Background: an optimization exercise with open tools, aiming at small area. Do not read the settings as production practice.
The RTL was checked by simulation tests, not by an equivalence proof against the original design.
No activity file was given, so power comes from the tool's default toggle rates.

### flow/config.mk
export PLATFORM = sky130hd
export DESIGN_NAME = snn_rgb
export DESIGN_NICKNAME = snn_rgb
export VERILOG_FILES = /design/flow/design.v
export SDC_FILE = /design/flow/constraint.sdc
export NUM_CORES = 4
export LEC_CHECK = 0
export CAP_MARGIN = 20
export CORE_MARGIN = 2
export CORE_UTILIZATION = 40
export CTS_BUF_LIST = sky130_fd_sc_hd__clkbuf_8
export SLEW_MARGIN = 20
### flow/constraint.sdc
create_clock -name core_clock -period 10.0 [get_ports {clk}]
set_input_delay 2.0000 -clock core_clock [delete_from_list [all_inputs] [get_ports {clk}]]
set_output_delay 2.0000 -clock core_clock [all_outputs]
set_load 0.01 [all_outputs]
### flow/design.v
module gen_input (
    input clk,
    input reset,
    input [7:0] r_st,
    input [7:0] g_st,
    input [7:0] b_st,
    output r_sp,
    output g_sp,
    output b_sp
);
reg [7:0] s;
wire [7:0] lfsr_r, lfsr_g, lfsr_b;
always @(posedge clk) begin
    if (reset)
        s <= 8'hF7;
    else
        s <= {1'b0, s[7:1]} ^ (s[0] ? 8'hB8 : 8'h00);
end
assign lfsr_r[0] = s[5];
assign lfsr_r[1] = s[0] ^ s[6];
assign lfsr_r[2] = s[1] ^ s[7];
assign lfsr_r[3] = s[0] ^ s[2];
assign lfsr_r[4] = s[1] ^ s[3] ^ s[5];
assign lfsr_r[5] = s[2] ^ s[4] ^ s[5] ^ s[6];
assign lfsr_r[6] = s[3] ^ s[6] ^ s[7];
assign lfsr_r[7] = s[4] ^ s[7];
assign lfsr_g[0] = s[1] ^ s[3] ^ s[4] ^ s[6] ^ s[7];
assign lfsr_g[1] = s[0] ^ s[2] ^ s[4] ^ s[5] ^ s[7];
assign lfsr_g[2] = s[0] ^ s[1] ^ s[3] ^ s[5] ^ s[6];
assign lfsr_g[3] = s[1] ^ s[2] ^ s[4] ^ s[6] ^ s[7];
assign lfsr_g[4] = s[1] ^ s[2] ^ s[4] ^ s[5] ^ s[6];
assign lfsr_g[5] = s[1] ^ s[2] ^ s[4] ^ s[5];
assign lfsr_g[6] = s[1] ^ s[2] ^ s[4] ^ s[5] ^ s[7];
assign lfsr_g[7] = s[0] ^ s[2] ^ s[3] ^ s[5] ^ s[6];
assign lfsr_b[0] = s[1];
assign lfsr_b[1] = s[2];
assign lfsr_b[2] = s[3];
assign lfsr_b[3] = s[0] ^ s[4];
assign lfsr_b[4] = s[0] ^ s[5];
assign lfsr_b[5] = s[0] ^ s[6];
assign lfsr_b[6] = s[7];
assign lfsr_b[7] = s[0];
function less;
    input [7:0] a;
    input [7:0] b;
    integer i;
    reg c;
    begin
        c = 1'b0;
        for (i = 0; i < 8; i = i + 1)
            c = (~a[i] & b[i]) | (~(a[i] ^ b[i]) & c);
        less = c;
    end
endfunction
assign r_sp = less(lfsr_r, r_st);
assign g_sp = less(lfsr_g, g_st);
assign b_sp = less(lfsr_b, b_st);
endmodule
module neuron #(
    parameter WIDTH = 16,
    parameter FIRE_LSB = 10,
    parameter signed [31:0] W0 = 0,
    parameter signed [31:0] W1 = 0,
    parameter signed [31:0] W2 = 0,
    parameter signed [31:0] BIAS = 0
) (
    input clk,
    input clear,                           
    input sp_0,
    input sp_1,
    input sp_2,
    output fire
);
localparam signed [31:0] V_TH = 500;
localparam signed [31:0] THRESH = (1 << WIDTH) - (1 << FIRE_LSB);
localparam [WIDTH-1:0] X_CLEAR = THRESH - V_TH - 1;
reg [WIDTH-1:0] x;
reg [WIDTH-1:0] k;
assign fire = &x[WIDTH-1:FIRE_LSB];
function [WIDTH-1:0] wsum;
    input [2:0] s;
    begin
        wsum = BIAS + (s[0] ? W0 : 0) + (s[1] ? W1 : 0) + (s[2] ? W2 : 0);
    end
endfunction
function [WIDTH-1:0] add_rc;
    input [WIDTH-1:0] a;
    input [WIDTH-1:0] b;
    integer i;
    reg c;
    begin
        c = 1'b0;
        for (i = 0; i < WIDTH; i = i + 1) begin
            add_rc[i] = a[i] ^ b[i] ^ c;
            c = (a[i] & b[i]) | (a[i] & c) | (b[i] & c);
        end
    end
endfunction
always @(*) begin
    if (fire)
        k = -V_TH;
    else
        case ({sp_2, sp_1, sp_0})
            3'd0: k = wsum(3'd0);
            3'd1: k = wsum(3'd1);
            3'd2: k = wsum(3'd2);
            3'd3: k = wsum(3'd3);
            3'd4: k = wsum(3'd4);
            3'd5: k = wsum(3'd5);
            3'd6: k = wsum(3'd6);
            default: k = wsum(3'd7);
        endcase
end
always @(posedge clk) begin
    if (clear)
        x <= X_CLEAR;
    else
        x <= add_rc(x, k);
end
endmodule
module neuron_out #(
    parameter WIDTH = 18,
    parameter KW = 12,
    parameter FIRE_LSB = 10,
    parameter signed [31:0] W0 = 0,
    parameter signed [31:0] W1 = 0,
    parameter signed [31:0] W2 = 0,
    parameter signed [31:0] W3 = 0,
    parameter signed [31:0] W4 = 0,
    parameter signed [31:0] W5 = 0,
    parameter signed [31:0] W6 = 0,
    parameter signed [31:0] BIAS = 0,
    parameter signed [31:0] INIT = 0
) (
    input clk,
    input reset,
    input clear,
    input [6:0] sp,
    output fire
);
localparam signed [31:0] V_TH = 500;
localparam signed [31:0] THRESH = (1 << WIDTH) - (1 << FIRE_LSB);
localparam [WIDTH-1:0] X_CLEAR = THRESH - V_TH - 1;
localparam [WIDTH-1:0] X_INIT = INIT + THRESH - V_TH - 1;
reg [WIDTH-1:0] x;
reg [KW-1:0] ka, kb;
wire [KW-1:0] k;
wire [WIDTH-1:0] cs_s, cs_c;
assign fire = &x[WIDTH-1:FIRE_LSB];
function [KW-1:0] wsum_a;
    input [3:0] s;
    begin
        wsum_a = BIAS + (s[0] ? W0 : 0) + (s[1] ? W1 : 0) + (s[2] ? W2 : 0) + (s[3] ? W3 : 0);
    end
endfunction
function [KW-1:0] wsum_b;
    input [2:0] s;
    begin
        wsum_b = (s[0] ? W4 : 0) + (s[1] ? W5 : 0) + (s[2] ? W6 : 0);
    end
endfunction
function [WIDTH-1:0] add_rc;
    input [WIDTH-1:0] a;
    input [WIDTH-1:0] b;
    input integer n;
    integer i;
    reg c;
    begin
        c = 1'b0;
        add_rc = 0;
        for (i = 0; i < n; i = i + 1) begin
            add_rc[i] = a[i] ^ b[i] ^ c;
            c = (a[i] & b[i]) | (a[i] & c) | (b[i] & c);
        end
    end
endfunction
always @(*) begin
    if (fire)
        ka = -V_TH;
    else
        case (sp[3:0])
            4'd0: ka = wsum_a(4'd0);
            4'd1: ka = wsum_a(4'd1);
            4'd2: ka = wsum_a(4'd2);
            4'd3: ka = wsum_a(4'd3);
            4'd4: ka = wsum_a(4'd4);
            4'd5: ka = wsum_a(4'd5);
            4'd6: ka = wsum_a(4'd6);
            4'd7: ka = wsum_a(4'd7);
            4'd8: ka = wsum_a(4'd8);
            4'd9: ka = wsum_a(4'd9);
            4'd10: ka = wsum_a(4'd10);
            4'd11: ka = wsum_a(4'd11);
            4'd12: ka = wsum_a(4'd12);
            4'd13: ka = wsum_a(4'd13);
            4'd14: ka = wsum_a(4'd14);
            default: ka = wsum_a(4'd15);
        endcase
    if (fire)
        kb = 0;
    else
        case (sp[6:4])
            3'd0: kb = wsum_b(3'd0);
            3'd1: kb = wsum_b(3'd1);
            3'd2: kb = wsum_b(3'd2);
            3'd3: kb = wsum_b(3'd3);
            3'd4: kb = wsum_b(3'd4);
            3'd5: kb = wsum_b(3'd5);
            3'd6: kb = wsum_b(3'd6);
            default: kb = wsum_b(3'd7);
        endcase
end
assign k = add_rc(ka, kb, KW);
assign cs_s = x;
assign cs_c = {{(WIDTH-KW){k[KW-1]}}, k};
always @(posedge clk) begin
    if (reset)
        x <= X_INIT;
    else if (clear)
        x <= X_CLEAR;
    else
        x <= add_rc(cs_s, cs_c, WIDTH);
end
endmodule
module snn_rgb (
    input clk,
    input reset_n,                    
    input [2:0] enable_in,            
    input [7:0] r_in,                 
    input [7:0] g_in,                 
    input [7:0] b_in,                 
    output [7:0] r_out,
    output [7:0] g_out,
    output [7:0] b_out
);
parameter n_sp_to_activate = 60;   
parameter w_0_n0 = 8;
parameter w_1_n0 = 37;
parameter w_2_n0 = 141;
parameter bias_n0 = 69;
parameter w_0_n1 = 44;
parameter w_1_n1 = 25;
parameter w_2_n1 = -73;
parameter bias_n1 = 124;
parameter w_0_n2 = 20;
parameter w_1_n2 = -39;
parameter w_2_n2 = -23;
parameter bias_n2 = 8;
parameter w_0_n3 = 137;
parameter w_1_n3 = 72;
parameter w_2_n3 = -113;
parameter bias_n3 = 20;
parameter w_0_n4 = 7;
parameter w_1_n4 = 45;
parameter w_2_n4 = -37;
parameter bias_n4 = -25;
parameter w_0_n5 = 81;
parameter w_1_n5 = 33;
parameter w_2_n5 = 55;
parameter bias_n5 = -57;
parameter w_0_n6 = -89;
parameter w_1_n6 = 0;
parameter w_2_n6 = 132;
parameter bias_n6 = 33;
parameter w_0_n7 = 196;
parameter w_1_n7 = 295;
parameter w_2_n7 = 74;
parameter w_3_n7 = -275;
parameter w_4_n7 = 110;
parameter w_5_n7 = -178;
parameter w_6_n7 = 349;
parameter bias_n7 = 57;
parameter w_0_n8 = -255;
parameter w_1_n8 = 57;
parameter w_2_n8 = -171;
parameter w_3_n8 = 497;
parameter w_4_n8 = -108;
parameter w_5_n8 = 9;
parameter w_6_n8 = -386;
parameter bias_n8 = 92;
reg reset;
reg [7:0] step;
wire r_sp, g_sp, b_sp;
reg [2:0] sp;                           
wire [6:0] h;
wire out_0, out_1;
always @(posedge clk) begin
    reset <= ~reset_n;
end
function [7:0] step_next;
    input [7:0] s;
    begin
        step_next = {s[6:0], s[7] ^ s[5] ^ s[4] ^ s[3] ^ (s[6:0] == 7'd0)};
    end
endfunction
function [7:0] STEP;
    input integer n;
    integer i;
    begin
        STEP = 8'd0;
        for (i = 0; i < n; i = i + 1)
            STEP = step_next(STEP);
    end
endfunction
always @(posedge clk) begin
    if (reset)
        step <= 8'd0;
    else
        step <= step_next(step);
end
function [7:0] inc8;
    input [7:0] a;
    integer i;
    reg c;
    begin
        c = 1'b1;
        for (i = 0; i < 8; i = i + 1) begin
            inc8[i] = a[i] ^ c;
            c = a[i] & c;
        end
    end
endfunction
wire classify     = (step == STEP(252));
wire clear_hidden = reset || classify;
wire clear_output = (step == STEP(253));
wire show         = (step == STEP(6));
gen_input pseudo_random_inst (
    .clk(clk), .reset(reset),
    .r_st(r_in), .g_st(g_in), .b_st(b_in),
    .r_sp(r_sp), .g_sp(g_sp), .b_sp(b_sp)
);
always @(posedge clk) begin
    if (reset)
        sp <= 3'd0;
    else
        sp <= {b_sp, g_sp, r_sp};
end
neuron #(.WIDTH(10), .FIRE_LSB(9), .W0(w_0_n0), .W1(w_1_n0), .W2(w_2_n0), .BIAS(bias_n0)) hidden0_inst (
    .clk(clk), .clear(clear_hidden), .sp_0(sp[0]), .sp_1(sp[1]), .sp_2(sp[2]), .fire(h[0]));
neuron #(.WIDTH(10), .FIRE_LSB(9), .W0(w_0_n1), .W1(w_1_n1), .W2(w_2_n1), .BIAS(bias_n1)) hidden1_inst (
    .clk(clk), .clear(clear_hidden), .sp_0(sp[0]), .sp_1(sp[1]), .sp_2(sp[2]), .fire(h[1]));
neuron #(.WIDTH(14), .FIRE_LSB(11), .W0(w_0_n2), .W1(w_1_n2), .W2(w_2_n2), .BIAS(bias_n2)) hidden2_inst (
    .clk(clk), .clear(clear_hidden), .sp_0(sp[0]), .sp_1(sp[1]), .sp_2(sp[2]), .fire(h[2]));
neuron #(.WIDTH(15), .FIRE_LSB(13), .W0(w_0_n3), .W1(w_1_n3), .W2(w_2_n3), .BIAS(bias_n3)) hidden3_inst (
    .clk(clk), .clear(clear_hidden), .sp_0(sp[0]), .sp_1(sp[1]), .sp_2(sp[2]), .fire(h[3]));
neuron #(.WIDTH(14), .FIRE_LSB(6), .W0(w_0_n4), .W1(w_1_n4), .W2(w_2_n4), .BIAS(bias_n4)) hidden4_inst (
    .clk(clk), .clear(clear_hidden), .sp_0(sp[0]), .sp_1(sp[1]), .sp_2(sp[2]), .fire(h[4]));
neuron #(.WIDTH(14), .FIRE_LSB(10), .W0(w_0_n5), .W1(w_1_n5), .W2(w_2_n5), .BIAS(bias_n5)) hidden5_inst (
    .clk(clk), .clear(clear_hidden), .sp_0(sp[0]), .sp_1(sp[1]), .sp_2(sp[2]), .fire(h[5]));
neuron #(.WIDTH(14), .FIRE_LSB(10), .W0(w_0_n6), .W1(w_1_n6), .W2(w_2_n6), .BIAS(bias_n6)) hidden6_inst (
    .clk(clk), .clear(clear_hidden), .sp_0(sp[0]), .sp_1(sp[1]), .sp_2(sp[2]), .fire(h[6]));
neuron_out #(.WIDTH(15), .FIRE_LSB(11), .KW(12), .W0(w_0_n7), .W1(w_1_n7), .W2(w_2_n7), .W3(w_3_n7), .W4(w_4_n7),
             .W5(w_5_n7), .W6(w_6_n7), .BIAS(bias_n7), .INIT(2 * bias_n7)) output0 (
    .clk(clk), .reset(reset), .clear(clear_output), .sp(h), .fire(out_0));
neuron_out #(.WIDTH(15), .FIRE_LSB(11), .KW(11), .W0(w_0_n8), .W1(w_1_n8), .W2(w_2_n8), .W3(w_3_n8), .W4(w_4_n8),
             .W5(w_5_n8), .W6(w_6_n8), .BIAS(bias_n8), .INIT(2 * bias_n8)) output1 (
    .clk(clk), .reset(reset), .clear(clear_output), .sp(h), .fire(out_1));
reg [5:0] num_out0_sp, num_out1_sp;
wire full0 = (num_out0_sp == n_sp_to_activate);
wire full1 = (num_out1_sp == n_sp_to_activate);
always @(posedge clk) begin
    if (clear_hidden) begin
        num_out0_sp <= 6'd0;
        num_out1_sp <= 6'd0;
    end else begin
        if (out_0 && !full0)
            num_out0_sp <= inc8({2'b00, num_out0_sp});
        if (out_1 && !full1)
            num_out1_sp <= inc8({2'b00, num_out1_sp});
    end
end
reg blue_1, yellow_1, blue_q, yellow_q;
always @(posedge clk) begin
    if (reset) begin
        blue_1 <= 1'b0;
        yellow_1 <= 1'b0;
        blue_q <= 1'b0;
        yellow_q <= 1'b0;
    end else begin
        if (classify) begin
            blue_1 <= full0;
            yellow_1 <= !full0 && full1;
        end
        if (show) begin
            blue_q <= blue_1;
            yellow_q <= yellow_1;
        end
    end
end
assign r_out = {8{yellow_q}};
assign g_out = {8{yellow_q}};
assign b_out = {8{blue_q}};
endmodule
### flow/flow/run.sh
#!/bin/bash
# Own layout flow: the standard ORFS flow (standard.sh, unchanged
# synthesis, floorplan, power grid and routing), with two changes:
#  - the port buffers are the smallest buffer, buf_1, instead of the
#    cell buffer_ports picks by default;
#  - clock tree synthesis uses clkbuf_8 buffers and no dummy loads.
# Each tool's full output goes to ORFS's own logs (orfs/logs/...), and make's
# output to flow.log in this folder.
set -euo pipefail
bash standard.sh \
  BUFFER_PORTS_ARGS="-buffer_cell sky130_fd_sc_hd__buf_1" \
  CTS_ARGS="-sink_clustering_enable -repair_clock_nets -dont_use_dummy_load -buf_list sky130_fd_sc_hd__clkbuf_8" \
  finish > flow.log 2>&1
### flow/standard.sh
#!/bin/bash
# synth_recipe.tcl (not shown) runs the flow's synth.tcl, then flattens the netlist and writes it again
# the make line also repeats each setting of config.mk as NAME=value (left out here)
make -C /OpenROAD-flow-scripts/flow DESIGN_CONFIG=/design/flow/config.mk WORK_HOME=/design/flow/orfs CLKGATE_MAP_FILE= SYNTH_SCRIPT=/design/flow/synth_recipe.tcl "${@:-finish}"
==> results.txt <==
[Yosys cell counts, drive strengths merged, types with 9 or more instances]
| cell type | number |
|---|---|
| a21oi | 32 |
| and2 | 52 |
| nand2b | 21 |
| xor2 | 19 |
| fa | 120 |
| a211oi | 9 |
| nand2 | 73 |
| inv | 112 |
| o21ai | 15 |
| or3 | 16 |
| buf | 35 |
| nor2 | 98 |
| nor3 | 12 |
| ha | 66 |
| clkbuf | 29 |
| nor2b | 10 |
| dfxtp | 157 |
| xnor2 | 26 |
[final timing paths]
path	endpoint	cells past startpoint	slack, ns
max	output1.x[14]	23	1.26
min reg2reg	yellow_1	2	0.46
max reg2reg	output1.x[14]	23	1.26
min	yellow_1	2	0.46
[state kept, by name (all words and copies together) (netlist names)]
name,flops
hidden3_inst.x,15
output0.x,15
output1.x,15
hidden2_inst.x,14
hidden4_inst.x,14
hidden5_inst.x,14
hidden6_inst.x,14
hidden0_inst.x,10
hidden1_inst.x,10
pseudo_random_inst.s,8
step,8
num_out0_sp,6
num_out1_sp,6
sp,3
blue_1,1
blue_q,1
reset,1
yellow_1,1
yellow_q,1
[final cells by class]
type | count | area share (%)
sequential | 157 | 30.23
clock buffer | 17 | 2.250
timing repair buffer | 60 | 2.563
tap | 324 | 3.898
inverter | 112 | 4.043
multi-input combinational | 653 | 57.02
[cells by family after synthesis]
group	count (synthesis)	synth area share, %
XOR/XNOR	47	4.476
adder cells (fa/ha/maj)	186	32.80
AO/OA/AOI/OAI	97	6.357
buffers and inverters	176	7.807
AND/OR/NAND/NOR	315	15.80
multiplexers	8	0.8138
flip-flops	157	31.94
[metrics by stage]
stage	power (uW)	instances	area, um2	hold WS, ns
3_3_place_gp	3076	1306	10160	0.4438
2_1_floorplan	2708	986	9841	0.4315
3_5_place_dp	3159	1306	10160	0.4558
5_1_grt	3982	1323	10400	0.4859
6_report	3459	1323	10400	0.4632
4_1_cts	3548	1323	10400	0.4699
[layout by cell type, fill, tap and decap left out, drive strengths merged, types with 2 or more instances in the layout]
cell and instances:
a2111o 2, a211oi 9, a21o 7, a21oi 32, a221oi 2, a31oi 5
and2 52, and3 2, and4 2, buf 60, clkbuf 17, dfxtp 157
fa 120, ha 66, inv 112, mux2i 8, nand2 73, nand2b 21
nand3 8, nand3b 2, nand4 6, nor2 98, nor2b 10, nor3 12
nor4 3, o2111ai 3, o211ai 7, o21a 2, o21ai 15, o21bai 2
o31ai 5, or2 8, or3 16, xnor2 26, xor2 19
[worst max-delay path: stages, from the launching register on]
cell and delay (ns):
dfxtp_1 0.65, inv_1 0.31, ha_1 0.44, xnor2_1 0.21, xnor2_1 0.14, nor2_1 0.07, ha_1 0.24, fa_1 0.47
fa_1 0.46, fa_1 0.43, fa_1 0.43, fa_1 0.42, fa_1 0.43, fa_1 0.42, fa_1 0.42, fa_1 0.42
fa_1 0.42, fa_1 0.43, fa_1 0.42, fa_1 0.42, fa_1 0.42, xnor2_1 0.17, xnor3_1 0.22, nand2b_1 0.14
[where the power goes]
part,switching (uW),internal (uW)
sequential,99.6,863
combinational,1140,1000
clock,205,150
total,1440,2010
[per-layer routing]
layer	vias to the layer above	share of wire, %
li1	3097	-
met1	3046	49
met2	80	47
met3	17	2.6
met4	0	1.4
met5	-	0
==> flow_summary.toml <==
[final_layout]
antenna-diode-count = 0
number_of_nets_in_the_layout = 1216
final-seq-area_mm2 = 0.003143
final.fill_count = 2389
drive_gt1_share_pct = 4.104
layout-area-overhead-vs-synth_pct = 5.670
multi_input_area_mm2 = 0.005929
finalCoreUtilization_pct = 42.88

[drt]
wire_per_inst_um = 13.45
drt_drc_violations_left = 0
dr_total_vias = 6240
finalWirelength_mm = 17.80
drtAntennaViolNets = 0
drt-initial-drc-count = 273
vias_per_cell = 4.717
drt_pass1_iterations = 5

[grt]
grt_pass1_wl_mm = 30.79
maximum_number_of_pins_on_one_net_before_global_route_repair = 79
grtUsageMet3_pct = 2.634
number_of_global_route_vias_before_repair = 6335
grtUsageTotal_pct = 14.74
antenna_found_initial = 0
grt.met2_usage_pct = 24.23
grt_most_used_layer = "met2"
gr-usage-met1_pct = 19.96
total_grt_overflow = 0

[synth]
syn-cell-area_mm2 = 0.009841
async_reset_ff_share_pct = 0
post-synth-top-area-cell = "dfxtp_1"
yosysUniqueCellTypes = 54
postSynthNetCount = 1201
yosys_warnings = 11
synth_edf_count = 0
synth.area.top_cells = "dfxtp_1 (32%), fa_1 (24%), ha_1 (8.4%), inv_1 (4.3%), nor2_1 (3.7%)"
synth.yosys.seq_area_share_pct = 31.94
synth_ff_type = "dfxtp_1"
yosys_register_bits = 157
post_synth.cell_area_avg_um2 = 9.980
synth_top_area_share_pct = 31.94
synthCells = 986

[floorplanning]
initial_core_util_pct = 40.58
die_height_um = 160.9
die_x_um = 160.9
die-area_mm2 = 0.02587
fp-row-count = 57
pin_count = 53
core_region_area_mm2 = 0.02425

[clocking]
cts-buffers-inserted = 17
ctsHoldBuffers = 0
worst_skew_pair.late_latency_ns = 0.47
cts.sinks = 157
cts_root_buf = "clkbuf_8"
clock_tree.htree_level_count = 4
clockBufferDepth = 2
postCtsResizedCells = 0
cts.clk_slew.worst_paths_ns = 0.09
cts.repair_timing.setup_buffer_count = 0
tritoncts_clock_tree = "built"

[worst_setup_path]
launch_instance_of_the_worst_register_to_register_path = "hidden1_inst.x[9]"
path_class = "reg2reg"
critical_path_arrival_ns = 9.06
critPathRequiredTime_ns = 10.32
cp_launch_point = "hidden1_inst.x[9]"
timing.critical_path.fanout_max = 14
end_kind = "register"
startpoint_type = "register"

[power_and_ir_drop]
power_per_cell_area_mw_per_mm2 = 332.6
leakage_power_figure_uw = 0.004608
max-vdd-ir-drop_v = 0.0001503

[placement]
place.port_buffers = 49
dp_hpwl_mm = 13.00
dp_worst_slack_ns = 1.209
globalplace.congestion = 0.8298

[sta]
max-slew-margin-rel_pct = 32.16
final_report_max_slew_violation_count = 0
finalHoldViolations = 0
setup-violations-final = 0
finalCriticalPeriod_ns = 8.741
clock_skew_ns = 0.04195
rsz_0062_raised_after_global_routing = "false"
final.setup.tns_ns = 0
period_share_pct = 87.41
layout_setup_ws_ns = 1.259
fmax_mhz = 114.4
worst_tran_pin_value_ns = 1.014

[run]
timing.max_cap.violations = 0

[worst_hold_path]
worst_hold_path_type = "reg2reg"
hp-start = "yellow_1"

[outcome]
run_status = "timing/DRC/antenna clean"

==> separate check: timing with driven ports <==
Ports are ideal in the flow. The routed layout listed here was re-timed in OpenROAD.
Step 1 (the two cells are an assumption about what drives the block):
set clk [get_ports {clk}]
set_driving_cell -lib_cell sky130_fd_sc_hd__clkbuf_16 $clk
set_driving_cell -lib_cell sky130_fd_sc_hd__buf_2 [delete_from_list [all_inputs] $clk]
Step 2, shift: input delay + t, output delay - t, t = (earliest + latest rising clock arrival at the registers) / 2. This alone moves slack from input paths to output paths.
Slacks: ideal / step 1 / step 2; pairs: ideal / step 1.
shift t [ns]: 0.489
setup slack, ns: 1.259 / 1.259 / 1.259
worst register clock-pin slew, ns: 0.10 / 0.10
After both steps setup and hold are still met in this run. The setup slack of this run moves by 0.000 ns with the drivers and by 0.000 ns with both steps.
